Background: an optimization exercise with open tools, aiming at small area. Do not read the settings as production practice. In this exercise RTL edits were held to simulation tests only and were not proved equivalent to the original. Power figures rest on the tool's default switching activity, not on a simulated workload.

// rtc_mmio
module rtc_mmio #(
    parameter [31:0] BASE_ADDR      = 32'h8100_9000,
    parameter [31:0] CLK_FREQ       = 32'd100_000_000,       
    parameter [31:0] DEFAULT_YEAR   = 32'h2026_01_01,
    parameter [31:0] DEFAULT_TIME   = 32'h00__00__00,
    parameter [31:0] EXT_CLK_FREQ   = 32'd32768              
)(
    input  wire        clk,
    input  wire        ext_clk,                              
    input  wire        use_ext_clk,                          
    input  wire        resetn,
    input  wire        mem_valid,
    input  wire        mem_instr,
    output reg         mem_ready,
    input  wire [31:0] mem_addr,
    /*verilator lint_off UNUSEDSIGNAL*/
    input  wire [31:0] mem_wdata,
    /*verilator lint_on UNUSEDSIGNAL*/
    input  wire [3:0]  mem_wstrb,
    output reg  [31:0] mem_rdata,
    output reg         irq,
    input  wire        eoi
);
clock: 12.0 ns
lec_check: 0
cap_margin: 20
core_margin: 2
core_utilization: 40
slew_margin: 20
standard.sh (not shown) runs the stock make flow with config.mk's settings and CLKGATE_MAP_FILE= SYNTH_SCRIPT=/design/flow/synth_recipe.tcl, a recipe that flattens the netlist after the stock synthesis.
==> flow/flow/run.sh <==
#!/bin/bash
# Own layout flow: the standard ORFS flow (standard.sh, unchanged synthesis
# script synth_recipe.tcl) with three differences:
#  - ABC maps the combinational logic with an area-oriented script
#    (flow/abc_area.script) instead of ORFS's speed script;
#  - port buffers use sky130_fd_sc_hd__buf_1;
#  - CTS uses small clock buffers and inserts no dummy loads.
# Each tool's full output stays in orfs/logs/ (ORFS) and flow_make.log here.
set -euo pipefail
HERE=$(pwd)
rm -rf "$HERE/scripts_mod"
cp -r "$FLOW_HOME/scripts" "$HERE/scripts_mod"
cp "$HERE/flow/abc_area.script" "$HERE/scripts_mod/abc_speed.script"
cp "$HERE/flow/abc_area.script" "$HERE/scripts_mod/abc_area.script"
export BUFFER_PORTS_ARGS="-buffer_cell sky130_fd_sc_hd__buf_1"
export CTS_ARGS="-sink_clustering_enable -repair_clock_nets -dont_use_dummy_load -buf_list {sky130_fd_sc_hd__clkbuf_4 sky130_fd_sc_hd__clkbuf_8}"
bash standard.sh SCRIPTS_DIR="$HERE/scripts_mod" finish > "$HERE/flow_make.log" 2>&1
==> flow/flow/abc_area.script <==
strash
dc2
&get -n
&st
&syn2
&dch -f
&nf -R 1000
&st
&dch -f
&nf -R 1000
&put
topo
stime -c
The starting point finished clean.
==> next run, changes <==
--- a/flow/flow/run.sh
+++ b/flow/flow/run.sh
@@ -14,4 +14,4 @@
 cp "$HERE/flow/abc_area.script" "$HERE/scripts_mod/abc_area.script"
 export BUFFER_PORTS_ARGS="-buffer_cell sky130_fd_sc_hd__buf_1"
-export CTS_ARGS="-sink_clustering_enable -repair_clock_nets -dont_use_dummy_load -buf_list {sky130_fd_sc_hd__clkbuf_4 sky130_fd_sc_hd__clkbuf_8}"
+export CTS_ARGS="-sink_clustering_enable -repair_clock_nets -dont_use_dummy_load -sink_clustering_size 15 -sink_clustering_max_diameter 60 -buf_list {sky130_fd_sc_hd__clkbuf_4 sky130_fd_sc_hd__clkbuf_8}"
 bash standard.sh SCRIPTS_DIR="$HERE/scripts_mod" finish > "$HERE/flow_make.log" 2>&1
--- a/flow/config.mk
+++ b/flow/config.mk
@@ -8,4 +8,4 @@
 export CAP_MARGIN = 20
 export CORE_MARGIN = 2
-export CORE_UTILIZATION = 40
+export CORE_UTILIZATION = 60
 export SLEW_MARGIN = 20
Count of clock-buffer cells in the layout went down by 25.
Hold slack is about the same.
Cell area went down by 3.2%.
Routed wire length went down by 5.8%.
Sequential share of layout area went up by 1.8 points.
First-iteration DRC count went up by 16%.
Synthesized area is unchanged.
Die area went down by 33%.
Cell count went down by 9.5%.
Clock power went down by 28%.
Core utilization went up by 21 points.
==> next run, changes <==
==> flow/run.sh (new file) <==
#!/bin/bash
# synth_recipe.tcl (not shown) runs the flow's synth.tcl, then flattens the netlist and writes it again
# the make line also repeats each setting of config.mk as NAME=value (left out here)
make -C /OpenROAD-flow-scripts/flow DESIGN_CONFIG=/design/flow/config.mk WORK_HOME=/design/flow/orfs CLKGATE_MAP_FILE= SYNTH_SCRIPT=/design/flow/synth_recipe.tcl finish
--- a/flow/config.mk
+++ b/flow/config.mk
@@ -6,6 +6,8 @@
 export NUM_CORES = 4
 export LEC_CHECK = 0
+export ABC_AREA = 1
 export CAP_MARGIN = 20
 export CORE_MARGIN = 2
-export CORE_UTILIZATION = 60
+export CORE_UTILIZATION = 40
+export CTS_BUF_LIST = sky130_fd_sc_hd__clkbuf_4 sky130_fd_sc_hd__clkbuf_8
 export SLEW_MARGIN = 20
removed: flow/flow/run.sh
removed: flow/flow/abc_area.script
removed: flow/standard.sh
Die area increases by 65%.
Register-to-register slack gets worse by 0.25 ns.
Worst setup slack is worse by 0.62 ns.
Global-route usage fell by 8.7 points.
Cell area rose by 19%.
Cell count came out higher by 43%.
Sequential share of layout area drops by 8.9 points.

afterwards: timing with drivers on the ports:
Ports are ideal in the flow. The routed layouts listed here were re-timed in OpenROAD.
Step 1 assumes that a clkbuf_16 drives the clock port and a buf_2 every other input.
Step 2 moves the port delays by t, midway between the first and last clock arrival at a register: inputs arrive t later, outputs are due t later. That takes back most of the time a late clock gives input paths.
Slacks: ideal / step 1 / step 2; pairs: ideal / step 1.
run | shift t [ns] | setup WS [ns] | worst data-port slew with drivers (ns)
the first run | 0.637 | 2.391 / 2.415 / 1.778 | 0.04
the second run | 0.619 | 2.622 / 2.633 / 2.014 | 0.04
the third run | 0.651 | 2.004 / 2.022 / 1.371 | 0.04
After both steps setup and hold are still met in every run listed. The setup slack of the third run, which loses most, moves by +0.018 ns with the drivers and by -0.633 ns with both steps.
